Context: an optimization exercise on an open-source flow, tuned for small area, a short achievable clock period and few clock cycles. The choices shown serve that exercise and are no tape-out recipe.
Where RTL was checked, it was by simulation tests only, not by an equivalence proof against the original.
Power and IR drop assume default switching activity.

Design DALU, start of the top module:
module DALU(
	clk,
	rst,
	in_valid,
	instruction,
	out_valid,
	out
);
input clk, rst, in_valid;
input [18:0] instruction;
output reg out_valid;
output [15:0] out;
function [8:0] booth3;
	input [5:0] a;
	integer k;
	reg y1, y0, ym;
	begin
		for (k = 0; k < 3; k = k + 1) begin
			y1 = a[2*k+1];
			y0 = a[2*k];
			ym = (k == 0) ? 1'b0 : a[2*k-1];
			booth3[k] = y1 & ~(y0 & ym);
			booth3[3+k] = y0 ^ ym;
			booth3[6+k] = (y1 & ~y0 & ~ym) | (~y1 & y0 & ym);
		end
	end
endfunction
wire [2:0] op = instruction[18:16];
wire [3:0] f = instruction[3:0];
wire [5:0] si = instruction[15:10];
wire [5:0] ti = instruction[9:4];
wire [3:0] li = instruction[3:0];
wire op0 = (op == 3'd0);
wire defined = op0 ? (f <= 4'd4) : (op <= 3'd4);
wire load = in_valid & defined;
wire isop1 = (op == 3'd1);
wire isop2 = (op == 3'd2);
wire islog = op0 & ~f[2] & ~(f[1] & f[0]);
wire sub = op0 ? f[2] : op[2];
wire d0n = li[1];
wire d01 = li[0];
wire d02 = li[1] & ~li[0];
wire d1n = li[3] & ~(li[2] & li[1]);
wire d11 = li[2] ^ li[1];
wire d12 = (li[3] & ~li[2] & ~li[1]) | (~li[3] & li[2] & li[1]);
wire [6:0] tx = {ti[5], ti};
wire [6:0] p0 = ({7{d01}} & tx) | ({7{d02}} & {tx[5:0], 1'b0});
wire [6:0] p1 = ({7{d11}} & tx) | ({7{d12}} & {tx[5:0], 1'b0});
wire [10:0] m0 = {{4{p0[6]}}, p0} ^ {11{d0n}};
wire [8:0] m1 = {{2{p1[6]}}, p1} ^ {9{d1n}};
wire [5:0] lg = (f[1:0] == 2'd0) ? (si & ti) : (f[1:0] == 2'd1) ? (si | ti) : (si ^ ti);
wire [10:0] bo = (op0 | isop2) ? {{5{ti[5]}}, ti} : {instruction[9], instruction[9:0]};
wire [10:0] r1 = isop1 ? m0 : islog ? {{5{lg[5]}}, lg} : {{5{si[5]}}, si};
wire [10:0] r2 = isop1 ? {m1, 2'b00} : islog ? 11'd0 : (bo ^ {11{sub & ~isop2}});
wire [10:0] r3 = isop1 ? {8'd0, d1n, 1'b0, d0n} : isop2 ? {{7{li[3]}}, li} : {10'd0, sub & ~islog};
wire ic0 = r1[0] ^ r2[0];
wire ic1 = r1[0] & r2[0];
wire ic2 = r1[1] ^ r2[1] ^ r3[1];
wire ic3 = (r1[1] & r2[1]) | (r1[1] & r3[1]) | (r2[1] & r3[1]);
wire ic4 = r1[2] ^ r2[2] ^ r3[2];
wire ic5 = (r1[2] & r2[2]) | (r1[2] & r3[2]) | (r2[2] & r3[2]);
wire ic6 = r1[3] ^ r2[3] ^ r3[3];
wire ic7 = (r1[3] & r2[3]) | (r1[3] & r3[3]) | (r2[3] & r3[3]);
  ...
Size in the first run: ~22 flip-flops, about 39 I/O pins, roughly 4200 um^2 of cells after synthesis.
Settings: LEC_CHECK=0, CAP_MARGIN=20, CORE_MARGIN=2, CORE_UTILIZATION=70, SLEW_MARGIN=20; clock period 10.0 ns.
standard.sh (not shown) runs the stock make flow with config.mk's settings and CLKGATE_MAP_FILE= SYNTH_SCRIPT=/design/flow/synth_recipe.tcl, a recipe that flattens the netlist after the stock synthesis.
==> flow/flow/run.sh <==
#!/bin/bash
# The standard layout, with the ports buffered by buf_2 cells and timing
# repair aiming for setup slack beyond the requirement (sizeup,swap,buffer).
set -euo pipefail
bash standard.sh "BUFFER_PORTS_ARGS=-buffer_cell sky130_fd_sc_hd__buf_2" \
	SETUP_SLACK_MARGIN=4.4 SETUP_MOVE_SEQUENCE=sizeup,swap,buffer finish > standard_flow.log 2>&1
The starting point ran to the end with no violations.
Testbench counts at the start, summed over its fixed seeds: cycles 32,000.
Then changed:
==> flow/flow/run.sh (replaced) <==
#!/bin/bash
# The standard layout, with the input and output ports buffered by buf_2
# cells instead of the default buffer cell.
set -euo pipefail
bash standard.sh "BUFFER_PORTS_ARGS=-buffer_cell sky130_fd_sc_hd__buf_2" finish > standard_flow.log 2>&1
- ABC_AREA: unset -> 1
- CORE_UTILIZATION: 70 -> 40
- CTS_BUF_LIST: unset -> sky130_fd_sc_hd__clkbuf_4
After rerunning: Flip-flop and latch count is unchanged. Power rises by 3.6%. Maximum frequency decreases by 6.3%. Clock skew is unchanged. Global-route usage drops by 7.5 points. Count of clock-buffer cells in the layout decreases by 1. Sequential power shrinks by about 10%. Final area came out higher by 0.39%. Synthesized area is higher by 2.7%. Routed wire length came out higher by 22%. Die area is higher by 75%.
Then changed:
==> flow/flow/run.sh (replaced) <==
#!/bin/bash
# The standard layout, with the ports buffered by buf_2 cells and timing
# repair aiming for setup slack beyond the requirement by sizing cells only.
set -euo pipefail
bash standard.sh "BUFFER_PORTS_ARGS=-buffer_cell sky130_fd_sc_hd__buf_2" \
	SETUP_SLACK_MARGIN=4.4 SETUP_MOVE_SEQUENCE=sizeup,swap finish > standard_flow.log 2>&1
- ABC_AREA: 1 -> unset
- CTS_BUF_LIST: sky130_fd_sc_hd__clkbuf_4 -> unset
What happened: The new run produced a clean layout. Via count is lower by about 15%. Synthesized area shrinks by 2.7%. Die area came out lower by about 2.6%. Utilization rose by 1.1 points. Cell area rises by 1.1%. Sequential cell count stays the same. Setup slack gains 0.32 ns. Register-to-register slack improves by 0.21 ns. Critical path depth fell by 6. Wire length came out lower by 17%. Clock-buffer cell count increases by 1.
Then changed:
==> flow/flow/run.sh (replaced) <==
#!/bin/bash
# The standard layout, with the ports buffered by buf_2 cells and timing
# repair aiming for setup slack beyond the requirement (sizeup,swap,clone).
set -euo pipefail
bash standard.sh "BUFFER_PORTS_ARGS=-buffer_cell sky130_fd_sc_hd__buf_2" \
	SETUP_SLACK_MARGIN=4.4 SETUP_MOVE_SEQUENCE=sizeup,swap,clone finish > standard_flow.log 2>&1
- CORE_UTILIZATION: 40 -> 70
The new run passed the timing, design-rule and antenna checks. Sequential power stays flat. Critical path depth does not change. Clock-buffer cell count stays the same. Clock power shrinks by 14%. Global-route usage is higher by 11 points. Core utilization climbs by 31 points. Worst setup slack is worse by 0.0080 ns. Cell area fell by 2.9%. Register-to-register slack is worse by 0.13 ns. Total power went down by 1.3%. Area after synthesis stays the same.

========
Another version of the RTL of DALU (not shown whole).
Size in the first run: about 570 cells after synthesis, ~39 I/O pins, roughly 4700 um2 of cells after synthesis.
clock: 10.0 ns
lec_check: 0
cap_margin: 20
core_margin: 2
core_utilization: 40
slew_margin: 20
==> flow/flow/run.sh <==
#!/bin/bash
# The standard layout, with the input and output ports buffered by buf_2
# cells instead of the default buffer cell.
set -euo pipefail
bash standard.sh "BUFFER_PORTS_ARGS=-buffer_cell sky130_fd_sc_hd__buf_2" finish > standard_flow.log 2>&1
The starting point finished with timing, DRC and antenna clean.
Next try:
==> flow/flow/run.sh (replaced) <==
#!/bin/bash
# The standard layout, with the ports buffered by buf_2 cells and timing
# repair aiming for setup slack beyond the requirement.
set -euo pipefail
bash standard.sh "BUFFER_PORTS_ARGS=-buffer_cell sky130_fd_sc_hd__buf_2" \
	SETUP_SLACK_MARGIN=4.5 finish > standard_flow.log 2>&1
Register-to-register slack improves by 310 ps.
Worst hold slack got worse by 74 ps.
Clock power hardly moves.
Global-route usage grows by 0.88 points.
Cell area came out higher by 13%.
Clock skew stays the same.
Next try:
==> flow/flow/run.sh (replaced) <==
#!/bin/bash
# The standard layout, with the input and output ports buffered by buf_2
# cells instead of the default buffer cell.
set -euo pipefail
bash standard.sh "BUFFER_PORTS_ARGS=-buffer_cell sky130_fd_sc_hd__buf_2" finish > standard_flow.log 2>&1
Settings changed: CORE_UTILIZATION 40 to 70.
Sequential power climbs by about 4%.
Wire length drops by 12%.
Worst setup slack loses 360 ps.
Next try:
==> flow/run.sh (new file) <==
#!/bin/bash
# synth_recipe.tcl (not shown) runs the flow's synth.tcl, then flattens the netlist and writes it again
# the make line also repeats each setting of config.mk as NAME=value (left out here)
make -C /OpenROAD-flow-scripts/flow DESIGN_CONFIG=/design/flow/config.mk WORK_HOME=/design/flow/orfs CLKGATE_MAP_FILE= SYNTH_SCRIPT=/design/flow/synth_recipe.tcl finish
Settings changed: CORE_UTILIZATION 70 to 40.
removed: flow/flow/run.sh
removed: flow/standard.sh
=> The new run completed with no timing, DRC or antenna violations. Critical path depth fell by 2. Area after synthesis stays the same. Synthesized cell count does not change. Clock power rose by 83%. Setup slack is worse by 350 ps. Routed wire length rose by 3.7%. Combinational power rose by 9.5%.
No run of this note included a check of the RTL's function; only the layout flow was run.

========
run A:
Another version of the RTL of DALU (not shown whole).
Size: ~490 cells after synthesis, roughly 4200 um2 of cells after synthesis.
export LEC_CHECK = 0
export CAP_MARGIN = 20
export CORE_MARGIN = 2
export CORE_UTILIZATION = 40
export SLEW_MARGIN = 20
create_clock -name core_clock -period 10.0 [get_ports {clk}]
==> flow/flow/run.sh <==
#!/bin/bash
# The standard layout, with the ports buffered by buf_2 cells and timing
# repair aiming for setup slack beyond the requirement by sizing cells only.
set -euo pipefail
bash standard.sh "BUFFER_PORTS_ARGS=-buffer_cell sky130_fd_sc_hd__buf_2" \
	SETUP_SLACK_MARGIN=4.4 SETUP_MOVE_SEQUENCE=sizeup,swap finish > standard_flow.log 2>&1
> inputs changed (run A -> run B)
==> flow/flow/run.sh <==
#!/bin/bash
# The standard layout, with the ports buffered by buf_2 cells and timing
# repair aiming for setup slack beyond the requirement (sizeup,swap).
set -euo pipefail
bash standard.sh "BUFFER_PORTS_ARGS=-buffer_cell sky130_fd_sc_hd__buf_2" \
	SETUP_SLACK_MARGIN=4.4 SETUP_MOVE_SEQUENCE=sizeup,swap finish > standard_flow.log 2>&1
diff --git a/flow/config.mk b/flow/config.mk
--- a/flow/config.mk
+++ b/flow/config.mk
@@ -8,4 +8,4 @@
 export CAP_MARGIN = 20
 export CORE_MARGIN = 2
-export CORE_UTILIZATION = 40
+export CORE_UTILIZATION = 70
 export SLEW_MARGIN = 20
--- outcome ---
- Run B: layout overhead on the synthesized area lower than run A
- The share of cell area taken by muxes after synthesis was comparable across run A and run B.
- Looking at detailed-routed wire length on met3 across run A and run B, the one that comes out lower is run A.
- Compared with run A, run B shows a higher total power of the final layout.
- On worst hold slack: run B sits below run A.
- Run B vs. run A: power density of the placed cells now larger; sequential element share of the synthesized area neither gained nor lost much.
No run of this note included a check of the RTL's function; only the layout flow was run.

re-timing with driven ports:
The flow's constraints put no driver on any port. The routed layouts listed below were extracted and timed again, unchanged, in two steps. Step 1 (the two cells are an assumption about what drives the block):
set clk [get_ports {clk}]
set_driving_cell -lib_cell sky130_fd_sc_hd__clkbuf_16 $clk
set_driving_cell -lib_cell sky130_fd_sc_hd__buf_2 [delete_from_list [all_inputs] $clk]
Step 2 times the ports against the registers' clock, not the clock port: input delays grow and output delays shrink by t, the midpoint of the rising clock arrivals with the driver on. Slacks: no drivers / after step 1 / after step 2; pairs: no drivers / after step 1.
| run | shift t [ns] | slack for setup (ns) | clock arrival spread, ns | worst register clock-pin slew, ns |
|---|---|---|---|---|
| the first run of note 1 | 0.287 | 4.503 / 4.478 / 4.323 | 0.008 / 0.008 | 0.08 / 0.08 |
| the second run of note 1 | 0.320 | 4.135 / 4.138 / 3.818 | 0.004 / 0.004 | 0.12 / 0.12 |
| the third run of note 1 | 0.286 | 4.457 / 4.433 / 4.195 | 0.002 / 0.001 | 0.08 / 0.08 |
| the fourth run of note 1 | 0.286 | 4.449 / 4.424 / 4.316 | 0.007 / 0.007 | 0.08 / 0.08 |
| the first run of note 2 | 0.286 | 3.714 / 3.681 / 3.788 | 0.001 / 0.001 | 0.06 / 0.06 |
| the second run of note 2 | 0.290 | 4.057 / 4.025 / 4.316 | 0.001 / 0.001 | 0.06 / 0.06 |
| the third run of note 2 | 0.285 | 3.692 / 3.668 / 3.766 | 0.004 / 0.004 | 0.08 / 0.08 |
| the fourth run of note 2 | 0.289 | 3.341 / 3.308 / 3.089 | 0.005 / 0.005 | 0.07 / 0.07 |
| run A | 0.286 | 4.262 / 4.233 / 4.275 | 0.002 / 0.002 | 0.07 / 0.07 |
| run B | 0.278 | 4.280 / 4.259 / 4.275 | 0.002 / 0.002 | 0.07 / 0.07 |
After both steps setup and hold are still met in every run listed. For the second run of note 1, which loses most, drivers alone change the setup slack by +0.003 ns; drivers and shift together by -0.317 ns.
